This is an optimization exercise on Yosys and OpenROAD, whose aim is low power, not a production implementation.
At most, simulation tests tie the RTL to the original design; equivalence was not proved.
The clock input has no modelled driver; a real chip could not lean on it and would need a root buffer or a full tree.

## job 5253
==> module fifo, before the edit <==
module fifo #(
    parameter DATA_WIDTH = 16,
    parameter DEPTH = 64,
    parameter ALMOST_FULL_THRESH = 56,
    parameter ALMOST_EMPTY_THRESH = 8
)(
    input                   clk,
    input                   rst_n,
    input                   wr_en,
    input  [DATA_WIDTH-1:0] wr_data,
    input                   rd_en,
    output [DATA_WIDTH-1:0] rd_data,
    output                  full,
    output                  empty,
    output                  almost_full,
    output                  almost_empty,
    output                  overflow_err,
    output                  underflow_err,
    output [DATA_WIDTH-1:0] fifo_count
);
    localparam AW = 6;
    reg [DATA_WIDTH-1:0] mem [0:DEPTH-1];
    reg [AW-1:0] wp;
    reg [AW-1:0] rp;
    reg [AW:0]   cnt_r;
    reg [DATA_WIDTH-1:0] rd_r;
    reg alive;
    reg rd_valid;
    reg overflow_flag, underflow_flag;
    wire [AW:0] count = cnt_r & {(AW+1){alive}};
    assign full         = count[AW];
    assign empty        = (count == 0);
    assign almost_full  = (count >= ALMOST_FULL_THRESH);
    assign almost_empty = (count <= ALMOST_EMPTY_THRESH);
    assign overflow_err = overflow_flag;
    assign underflow_err= underflow_flag;
    assign fifo_count   = {{(DATA_WIDTH-AW-1){1'b0}}, count};
    assign rd_data      = rd_r & {DATA_WIDTH{rd_valid}};
    wire wr_acc = wr_en & ~full;
    wire rd_acc = rd_en & ~empty;
    always @(posedge clk or negedge rst_n) begin
        if (!rst_n) begin
            alive    <= 1'b0;
            rd_valid <= 1'b0;
        end else begin
            alive    <= alive | wr_en | rd_en;
            rd_valid <= rd_valid | rd_acc;
        end
    end
    wire [AW-1:0] wa = {wp[0], wp[1], wp[2], wp[3], wp[4], wp[5]};
    wire [AW-1:0] ra = {rp[0], rp[1], rp[2], rp[3], rp[4], rp[5]};
    always @(posedge clk) begin
        if (wr_acc)
            mem[wa] <= wr_data;
    end
    always @(posedge clk) begin
        if (rd_acc)
            rd_r <= mem[ra];
    end
    genvar k;
    generate
        for (k = 0; k < AW; k = k + 1) begin : g_ptr
            wire wcarry, rcarry;
            if (k == 0) begin : g_c0
                assign wcarry = 1'b1;
                assign rcarry = 1'b1;
            end else begin : g_ck
                assign wcarry = &wp[k-1:0];
                assign rcarry = &rp[k-1:0];
            end
            always @(posedge clk)
                if (wr_acc && wcarry)
                    wp[k] <= ~wp[k];
            always @(posedge clk)
                if (empty && wr_en)
                    rp[k] <= wp[k];
                else if (rd_acc && rcarry)
                    rp[k] <= ~rp[k];
        end
    endgenerate
    wire inc = wr_acc & ~rd_acc;
    wire dec = rd_acc & ~wr_acc;
    genvar j;
    generate
        for (j = 0; j <= AW; j = j + 1) begin : g_cnt
            wire tog;
            if (j == 0) begin : g_t0
                assign tog = inc | dec;
            end else begin : g_tj
                assign tog = (inc & (&count[j-1:0])) | (dec & ~(|count[j-1:0]));
            end
            always @(posedge clk)
                if (!alive || tog)
                    cnt_r[j] <= count[j] ^ tog;
        end
    endgenerate
    always @(posedge clk or negedge rst_n) begin
        if (!rst_n) begin
            overflow_flag  <= 1'b0;
            underflow_flag <= 1'b0;
        end else begin
            if (wr_en && full)
                overflow_flag <= 1'b1;
            else if (rd_acc)
                overflow_flag <= 1'b0;
            if (rd_en && empty)
                underflow_flag <= 1'b1;
            else if (wr_acc)
                underflow_flag <= 1'b0;
        end
    end
endmodule
==> flow/config.mk <==
export PLATFORM = sky130hd
export DESIGN_NAME = fifo
export DESIGN_NICKNAME = fifo
export VERILOG_FILES = /design/flow/design.v
export SDC_FILE = /design/flow/constraint.sdc
export NUM_CORES = 4
export LEC_CHECK = 0
export CAP_MARGIN = 0
export CORE_MARGIN = 2
export CORE_UTILIZATION = 60
export PLACE_DENSITY = 0.8
export SLEW_MARGIN = 0
==> flow/constraint.sdc <==
create_clock -name core_clock -period 3.3 [get_ports {clk}]
set_input_delay 0.6600 -clock core_clock [delete_from_list [all_inputs] [get_ports {clk}]]
set_output_delay 0.6600 -clock core_clock [all_outputs]
set_load 0.01 [all_outputs]
standard.sh (not shown) runs the stock make flow with config.mk's settings and CLKGATE_MAP_FILE= SYNTH_SCRIPT=/design/flow/synth_recipe.tcl, a recipe that flattens the netlist after the stock synthesis.
==> flow/flow/run.sh <==
#!/bin/bash
# Standard layout (the standard.sh) with a custom clock tree: ORFS's cts step
# sources flow/custom_cts.tcl (PRE_CTS_TCL), which builds the tree and stands in
# for TritonCTS. Everything else is the standard flow.
set -euo pipefail
export PRE_CTS_TCL="$(pwd)/flow/custom_cts.tcl"
export CCTS_CLK=clk
export CCTS_LEAF_MAX=31
export CCTS_MID_MAX=6
export CCTS_MID_BUF=sky130_fd_sc_hd__clkbuf_8
bash standard.sh > standard.log 2>&1
Other scripts of this flow, unchanged in this note and not shown: flow/flow/custom_cts.tcl
Job 5253 closes out successfully: all stages finished, all timing, DRC and antenna checks passed.
The following lists how job 3817 was set up differently from job 5253:
==> flow/design.v, changed modules only <==
module fifo #(
    parameter DATA_WIDTH = 16,
    parameter DEPTH = 64,
    parameter ALMOST_FULL_THRESH = 56,
    parameter ALMOST_EMPTY_THRESH = 8
)(
    input                   clk,
    input                   rst_n,
    input                   wr_en,
    input  [DATA_WIDTH-1:0] wr_data,
    input                   rd_en,
    output [DATA_WIDTH-1:0] rd_data,
    output                  full,
    output                  empty,
    output                  almost_full,
    output                  almost_empty,
    output                  overflow_err,
    output                  underflow_err,
    output [DATA_WIDTH-1:0] fifo_count
);
    localparam AW = 6;
    reg [DATA_WIDTH-1:0] mem [0:DEPTH-1];
    reg [AW-1:0] wp_r;
    reg [AW-1:0] rp_r;
    reg [AW:0]   cnt_r;
    reg [DATA_WIDTH-1:0] rd_r;
    reg alive;
    reg rd_valid;
    reg overflow_flag, underflow_flag;
    wire [AW:0]   count = cnt_r & {(AW+1){alive}};
    wire [AW-1:0] wp    = wp_r & {AW{alive}};
    wire [AW-1:0] rp    = rp_r & {AW{alive}};
    assign full         = count[AW];
    assign empty        = (count == 0);
    assign almost_full  = (count >= ALMOST_FULL_THRESH);
    assign almost_empty = (count <= ALMOST_EMPTY_THRESH);
    assign overflow_err = overflow_flag;
    assign underflow_err= underflow_flag;
    assign fifo_count   = {{(DATA_WIDTH-AW-1){1'b0}}, count};
    assign rd_data      = rd_r & {DATA_WIDTH{rd_valid}};
    wire wr_acc = wr_en & ~full;
    wire rd_acc = rd_en & ~empty;
    always @(posedge clk or negedge rst_n) begin
        if (!rst_n) begin
            alive    <= 1'b0;
            rd_valid <= 1'b0;
        end else begin
            alive    <= alive | wr_en | rd_en;
            rd_valid <= rd_valid | rd_acc;
        end
    end
    wire [AW-1:0] wa = {wp[0], wp[1], wp[2], wp[3], wp[4], wp[5]};
    wire [AW-1:0] ra = {rp[0], rp[1], rp[2], rp[3], rp[4], rp[5]};
    always @(posedge clk) begin
        if (wr_acc)
            mem[wa] <= wr_data;
    end
    always @(posedge clk) begin
        if (rd_acc)
            rd_r <= mem[ra];
    end
    wire rp_load = empty & (wr_en | ~alive);
    genvar k;
    generate
        for (k = 0; k < AW; k = k + 1) begin : g_ptr
            wire wtog, rtog;
            if (k == 0) begin : g_c0
                assign wtog = wr_acc;
                assign rtog = rd_acc;
            end else begin : g_ck
                assign wtog = wr_acc & (&wp[k-1:0]);
                assign rtog = rd_acc & (&rp[k-1:0]);
            end
            always @(posedge clk)
                if (!alive || wtog)
                    wp_r[k] <= wp[k] ^ wtog;
            always @(posedge clk)
                if (rp_load)
                    rp_r[k] <= wp[k];
                else if (rtog)
                    rp_r[k] <= ~rp[k];
        end
    endgenerate
    wire inc = wr_acc & ~rd_acc;
    wire dec = rd_acc & ~wr_acc;
    genvar j;
    generate
        for (j = 0; j <= AW; j = j + 1) begin : g_cnt
            wire tog;
            if (j == 0) begin : g_t0
                assign tog = inc | dec;
            end else begin : g_tj
                assign tog = (inc & (&count[j-1:0])) | (dec & ~(|count[j-1:0]));
            end
            always @(posedge clk)
                if (!alive || tog)
                    cnt_r[j] <= count[j] ^ tog;
        end
    endgenerate
    always @(posedge clk or negedge rst_n) begin
        if (!rst_n) begin
            overflow_flag  <= 1'b0;
            underflow_flag <= 1'b0;
        end else begin
            if (wr_en && full)
                overflow_flag <= 1'b1;
            else if (rd_acc)
                overflow_flag <= 1'b0;
            if (rd_en && empty)
                underflow_flag <= 1'b1;
            else if (wr_acc)
                underflow_flag <= 1'b0;
        end
    end
endmodule
==> comparison <==
Job 3817 vs job 5253 — post-route cell area rose 3.7%. Higher post-detailed-placement cell area among job 5253 and job 3817: job 3817. Higher register-to-register path setup slack was reported by job 3817, not job 5253. NOTE: mux contribution to synthesized area in job 3817 falls short of that of job 5253. In job 3817 relative to job 5253, peak supply drop had gone up by more than a quarter. What job 5253 reported for number of global-route vias before repair has to be multiplied by 1.18 to get the figure for job 3817. Sort job 5253 and job 3817 by setup slack after layout, descending, and job 5253 comes first.
No functional check of the RTL was part of job 5253. No run of this note takes its clock network from TritonCTS; it comes from the design's own scripts or RTL.

[afterwards: timing with drivers on the ports]
The flow's constraints put no driver on any port. The routed layouts listed below were extracted and timed again, unchanged, in two steps.
Step 1, drivers: a clkbuf_16 drives clk and a buf_2 each remaining input, both assumed.
Step 2 adds t to the input delays and takes it off the output delays; t is the mean of the earliest and latest rising clock arrival at the registers after step 1. Input paths then give back, and output paths get back, about the clock's delay inside the block.
Three values: ideal ports, drivers, drivers and shift; two values: the first two.
| run | t, ns | slack for setup (ns) | hold WS [ns] | worst setup path after step 2 | cell pins on the clock port's net |
|---|---|---|---|---|---|
| job 5253 | 0.759 | 0.131 / 0.067 / -0.019 | 0.178 / 0.143 / 0.505 | input to register | 1 |
| job 3817 | 0.777 | 0.022 / -0.041 / 0.191 | 0.146 / 0.113 / 0.555 | register to register | 1 |
With both steps, setup timing fails in job 5253, where it was met with ideal ports. For job 5253, which loses most, drivers alone change the setup slack by -0.064 ns; drivers and shift together by -0.150 ns.
